Source: an optimization exercise on an open RTL-to-GDS flow (aim: small area). Production flows keep margins and buffers that such runs may drop.
Function was checked by simulation only, so behaviour that the tests miss may differ from the original.
The clock port is modelled as an ideal driver, which makes a skipped or thinned clock tree look cheaper than it is; a real chip needs a root buffer or a tree.
Power figures rest on the tool's default switching activity, not on a simulated workload.

==> inputs of 03-13 <==
==> flow/design.v (excerpt) <==
module MusicBox(clk,rst,out,debug,control);
input  clk,rst;
input  [7:0] control;
output out;
output [7:0] debug;
reg out;
reg [3:0]  clk_dur;
reg [2:0]  clk_tune;
reg [14:0] cnt;
reg [6:0]  pos;
localparam [6:0] POS0 = 7'd8;
reg [12:0] tune;
function [2:0] inc3;
  input [2:0] x;
  integer i;
  reg c;
  begin
    c = 1'b1;
    for (i = 0; i < 3; i = i + 1) begin
      inc3[i] = x[i] ^ c;
      c = c & x[i];
    end
  end
endfunction
function [3:0] inc4;
  input [3:0] x;
  integer i;
  reg c;
  begin
    c = 1'b1;
    for (i = 0; i < 4; i = i + 1) begin
      inc4[i] = x[i] ^ c;
      c = c & x[i];
    end
  end
endfunction
function [6:0] inc7;
  input [6:0] x;
  integer i;
  reg c;
  begin
    c = 1'b1;
    for (i = 0; i < 7; i = i + 1) begin
      inc7[i] = x[i] ^ c;
      c = c & x[i];
    end
  end
endfunction
function [14:0] inc15;
  input [14:0] x;
  integer i;
  reg c;
  begin
    c = 1'b1;
    for (i = 0; i < 15; i = i + 1) begin
      inc15[i] = x[i] ^ c;
      c = c & x[i];
    end
  end
endfunction
function [12:0] inc13;
  input [12:0] x;
  integer i;
  reg c;
  begin
    c = 1'b1;
    for (i = 0; i < 13; i = i + 1) begin
      inc13[i] = x[i] ^ c;
      c = c & x[i];
    end
  end
endfunction
reg [3:0] ti;
always @(*)
  case (pos)
      7'd0: ti = 4'd1;
      7'd1: ti = 4'd2;
      7'd2: ti = 4'd3;
      7'd3: ti = 4'd0;
      7'd4: ti = 4'd3;
      7'd5: ti = 4'd0;
      7'd6: ti = 4'd3;
      7'd7: ti = 4'd4;
      7'd8: ti = 4'd1;
      7'd9: ti = 4'd2;
      7'd10: ti = 4'd3;
      7'd11: ti = 4'd0;
      7'd12: ti = 4'd3;
      7'd13: ti = 4'd0;
      7'd14: ti = 4'd3;
      7'd15: ti = 4'd4;
      7'd16: ti = 4'd5;
      7'd17: ti = 4'd0;
      7'd18: ti = 4'd5;
      7'd19: ti = 4'd0;
      7'd20: ti = 4'd5;
      7'd21: ti = 4'd6;
      7'd22: ti = 4'd4;
      7'd23: ti = 4'd0;
      7'd24: ti = 4'd4;
      7'd25: ti = 4'd0;
      7'd26: ti = 4'd3;
      7'd27: ti = 4'd2;
      7'd28: ti = 4'd2;
      7'd29: ti = 4'd3;
  ...
clock: 10.0 ns
lec_check: 0
cap_margin: 20
core_margin: 2
core_utilization: 60
slew_margin: 20
standard.sh (not shown) runs the stock make flow with config.mk's settings and CLKGATE_MAP_FILE= SYNTH_SCRIPT=/design/flow/synth_recipe.tcl, a recipe that flattens the netlist after the stock synthesis.
==> flow/flow/run.sh <==
#!/bin/bash
set -euo pipefail
W=$(pwd)
sed "s#SYNTH_SCRIPT=[^ ]*#SYNTH_SCRIPT=$W/flow/synth.tcl#" standard.sh > own_standard.sh
bash own_standard.sh \
  "BUFFER_PORTS_ARGS=-buffer_cell sky130_fd_sc_hd__buf_1" \
  "CTS_ARGS=-sink_clustering_enable -repair_clock_nets -dont_use_dummy_load -buf_list sky130_fd_sc_hd__clkbuf_8" \
  "POST_CTS_TCL=$W/flow/post_cts.tcl" \
  finish > own_flow.log 2>&1
==> flow/flow/synth.tcl <==
# The standard synthesis (synth_recipe.tcl), except for the technology mapping: no
# half/full adder extraction, and ABC maps the logic after &deepsyn (AIG optimisation).
# &deepsyn is tried with several random seeds; the mapping with the least cell area is kept.
proc synth {args} { yosys synth -nofsm -noshare {*}$args }
set ::own_seeds {1 2 3 4}
set ::own_deepsyn_s 45
proc abc {args} {
  set i [lsearch -exact $args -script]
  set best_area ""
  set best_seed ""
  yosys design -save own_pre_abc
  foreach seed $::own_seeds {
    set script [file join $::env(OBJECTS_DIR) own_abc_$seed.script]
    set f [open $script w]
    puts $f "strash\n&get -n\n&deepsyn -T $::own_deepsyn_s -S $seed\n&put\nstrash\n&get -n\n&dch -f\n&nf -R 1000\n&put"
    close $f
    yosys design -load own_pre_abc
    if {$i >= 0} { lset args [expr {$i + 1}] $script }
    yosys abc {*}$args
    set st [tee -q -s result.string stat {*}$::lib_args]
    if {[regexp {Chip area for module '[^']*': ([0-9.]+)} $st -> area]} {
      puts "own synthesis: deepsyn seed $seed gives cell area $area"
      if {$best_area eq "" || $area < $best_area} {
        set best_area $area
        set best_seed $seed
        yosys design -save own_best
      }
    }
  }
  puts "own synthesis: keeping deepsyn seed $best_seed (cell area $best_area)"
  yosys design -load own_best
}
set ::env(ADDER_MAP_FILE) ""
source $::env(SCRIPTS_DIR)/synth.tcl
# left out here: clear keep_hierarchy, flatten, clean up, hide names made inside functions, write 1_2_yosys.v
Other scripts of this flow, unchanged in this note and not shown: flow/flow/post_cts.tcl
==> inputs of 05-15, as changes to 03-13 <==
--- a/flow/design.v
+++ b/flow/design.v
@@ -258,13 +258,13 @@
     cnt <= {last ? 2'b00 : cinc[14:13], cinc[12:1], last ? split : cinc[0]};
     if (last) if (!fin) pos <= {pinc[6:4], pinc[3] | (&pos[4:0]), pinc[2:0]};
   end
 always @(posedge clk or negedge rst)
   if (!rst) begin
     tune <= 0; out <= 1'b1;
   end else begin
-    if (last | (ev & eq)) tune <= 0;
+    if (last | rest | (ev & eq)) tune <= 0;    
     else if (ev) tune <= inc13(tune);
     if (rest) out <= 1'b1;
     else if (!last & ev & eq) out <= ~out;
   end
 endmodule
--- a/flow/flow/synth.tcl
+++ b/flow/flow/synth.tcl
@@ -1,12 +1,12 @@
 # The standard synthesis (synth_recipe.tcl), except for the technology mapping: no
 # half/full adder extraction, and ABC maps the logic after &deepsyn (AIG optimisation).
 # &deepsyn is tried with several random seeds; the mapping with the least cell area is kept.
 proc synth {args} { yosys synth -nofsm -noshare {*}$args }
-set ::own_seeds {1 2 3 4}
+set ::own_seeds {1 2 3 4 5 6 7 8}
 set ::own_deepsyn_s 45
 proc abc {args} {
   set i [lsearch -exact $args -script]
   set best_area ""
   set best_seed ""
   yosys design -save own_pre_abc
   foreach seed $::own_seeds {
==> inputs of 01-02, as changes to 03-13 <==
--- a/flow/design.v
+++ b/flow/design.v
@@ -258,13 +258,13 @@
     cnt <= {last ? 2'b00 : cinc[14:13], cinc[12:1], last ? split : cinc[0]};
     if (last) if (!fin) pos <= {pinc[6:4], pinc[3] | (&pos[4:0]), pinc[2:0]};
   end
 always @(posedge clk or negedge rst)
   if (!rst) begin
     tune <= 0; out <= 1'b1;
   end else begin
-    if (last | (ev & eq)) tune <= 0;
+    if (last | rest | (ev & eq)) tune <= 0;    
     else if (ev) tune <= inc13(tune);
     if (rest) out <= 1'b1;
     else if (!last & ev & eq) out <= ~out;
   end
 endmodule
--- a/flow/flow/synth.tcl
+++ b/flow/flow/synth.tcl
@@ -1,12 +1,12 @@
 # The standard synthesis (synth_recipe.tcl), except for the technology mapping: no
 # half/full adder extraction, and ABC maps the logic after &deepsyn (AIG optimisation).
 # &deepsyn is tried with several random seeds; the mapping with the least cell area is kept.
 proc synth {args} { yosys synth -nofsm -noshare {*}$args }
-set ::own_seeds {1 2 3 4}
+set ::own_seeds {1 2 3 4 5 6 7 8}
 set ::own_deepsyn_s 45
 proc abc {args} {
   set i [lsearch -exact $args -script]
   set best_area ""
   set best_seed ""
   yosys design -save own_pre_abc
   foreach seed $::own_seeds {
==> flow/config.mk (replaced) <==
export PLATFORM = sky130hd
export DESIGN_NAME = MusicBox
export DESIGN_NICKNAME = MusicBox
export VERILOG_FILES = /design/flow/design.v
export SDC_FILE = /design/flow/constraint.sdc
export NUM_CORES = 4
export LEC_CHECK = 0
export CAP_MARGIN = 5
export CORE_MARGIN = 2
export CORE_UTILIZATION = 60
export SLEW_MARGIN = 5
==> summary of the runs <==
- Clock skew is the same in 05-15 and 01-02.
- In total power, 03-13 and 05-15 hardly differ.
- Synthesized cell count is the same in 01-02 and 05-15.
- In 01-02 the via count is smaller than in 03-13, by 1.6%.
- Of 03-13 and 05-15, 03-13 has the higher critical path depth (gap 1).
- 05-15 finished clean. 01-02 finished with timing, DRC and antenna clean. 03-13 passed the timing, DRC and antenna checks.
- Against 01-02, the global-route usage of 03-13 is lower by 1.6 points.
- Setup slack: 03-13 is lower than 05-15 (1.0 ns).
- Sequential power is about the same in 05-15 and 01-02.
==> figures <==
quantity                                                                                   01-02                    03-13                    05-15
Fraction of synthesized cell area taken by the top area cell type                          0.495                    0.485                    0.495
Fraction of layout cells with a size suffix above 1                                       0.0288                   0.0320                   0.0288
Synthesized net count                                                                        235                      242                      235
First drt pass iteration count                                                                 5                        4                        5
Data arrival time of the worst path                                                      3.04 ns                  4.05 ns                  3.04 ns
Floorplan die area                                                                     3940 um^2                4010 um^2                3940 um^2
Avg Synthesized Cell Area                                                              9.20 um^2                9.11 um^2                9.20 um^2
Status                                                                   complete, no violations  complete, no violations  complete, no violations
Worst max-slew margin expressed relative to the limit                                      0.311                    0.391                    0.385
Critical path buffers and inverters                                                            2                        1                        2
Global placement routability congestion                                                    0.839                    0.958                    0.839
Critical Path Stages                                                                          12                       13                       12
Pre-CTS setup slack                                                                      5.21 ns                  3.86 ns                  5.21 ns
Initial Util                                                                               0.621                    0.628                    0.621
Switching share of total power                                                             0.244                    0.241                    0.244
Library cell contributing the largest single delay on the critical path                  dfrtp_1                  nor4b_2                  dfrtp_1
Average detailed-routed wire length per instance                                         14.0 um                  13.3 um                  14.0 um
No run of this note takes its clock network from TritonCTS; it comes from the design's own scripts or RTL.

==> afterwards: timing with drivers on the ports <==
Ports are ideal in the flow. The routed layouts listed here were re-timed in OpenROAD. Step 1: set_driving_cell puts a clkbuf_16 on clk and a buf_2 on each other input, an assumption about the parent block. Step 2 moves the port delays by t, midway between the first and last clock arrival at a register: inputs arrive t later, outputs are due t later. That takes back most of the time a late clock gives input paths. a / b / c = ideal ports / drivers / drivers and shift; a / b = the first two.
run | shift t [ns] | slack for setup (ns) | worst slew at a driven data input, ns
03-13 | 0.192 | 3.955 / 3.909 / 4.101 | 0.03
05-15 | 0.191 | 4.957 / 4.913 / 5.103 | 0.03
01-02 | 0.191 | 4.957 / 4.913 / 5.103 | 0.03
After both steps every run listed still meets setup and hold.
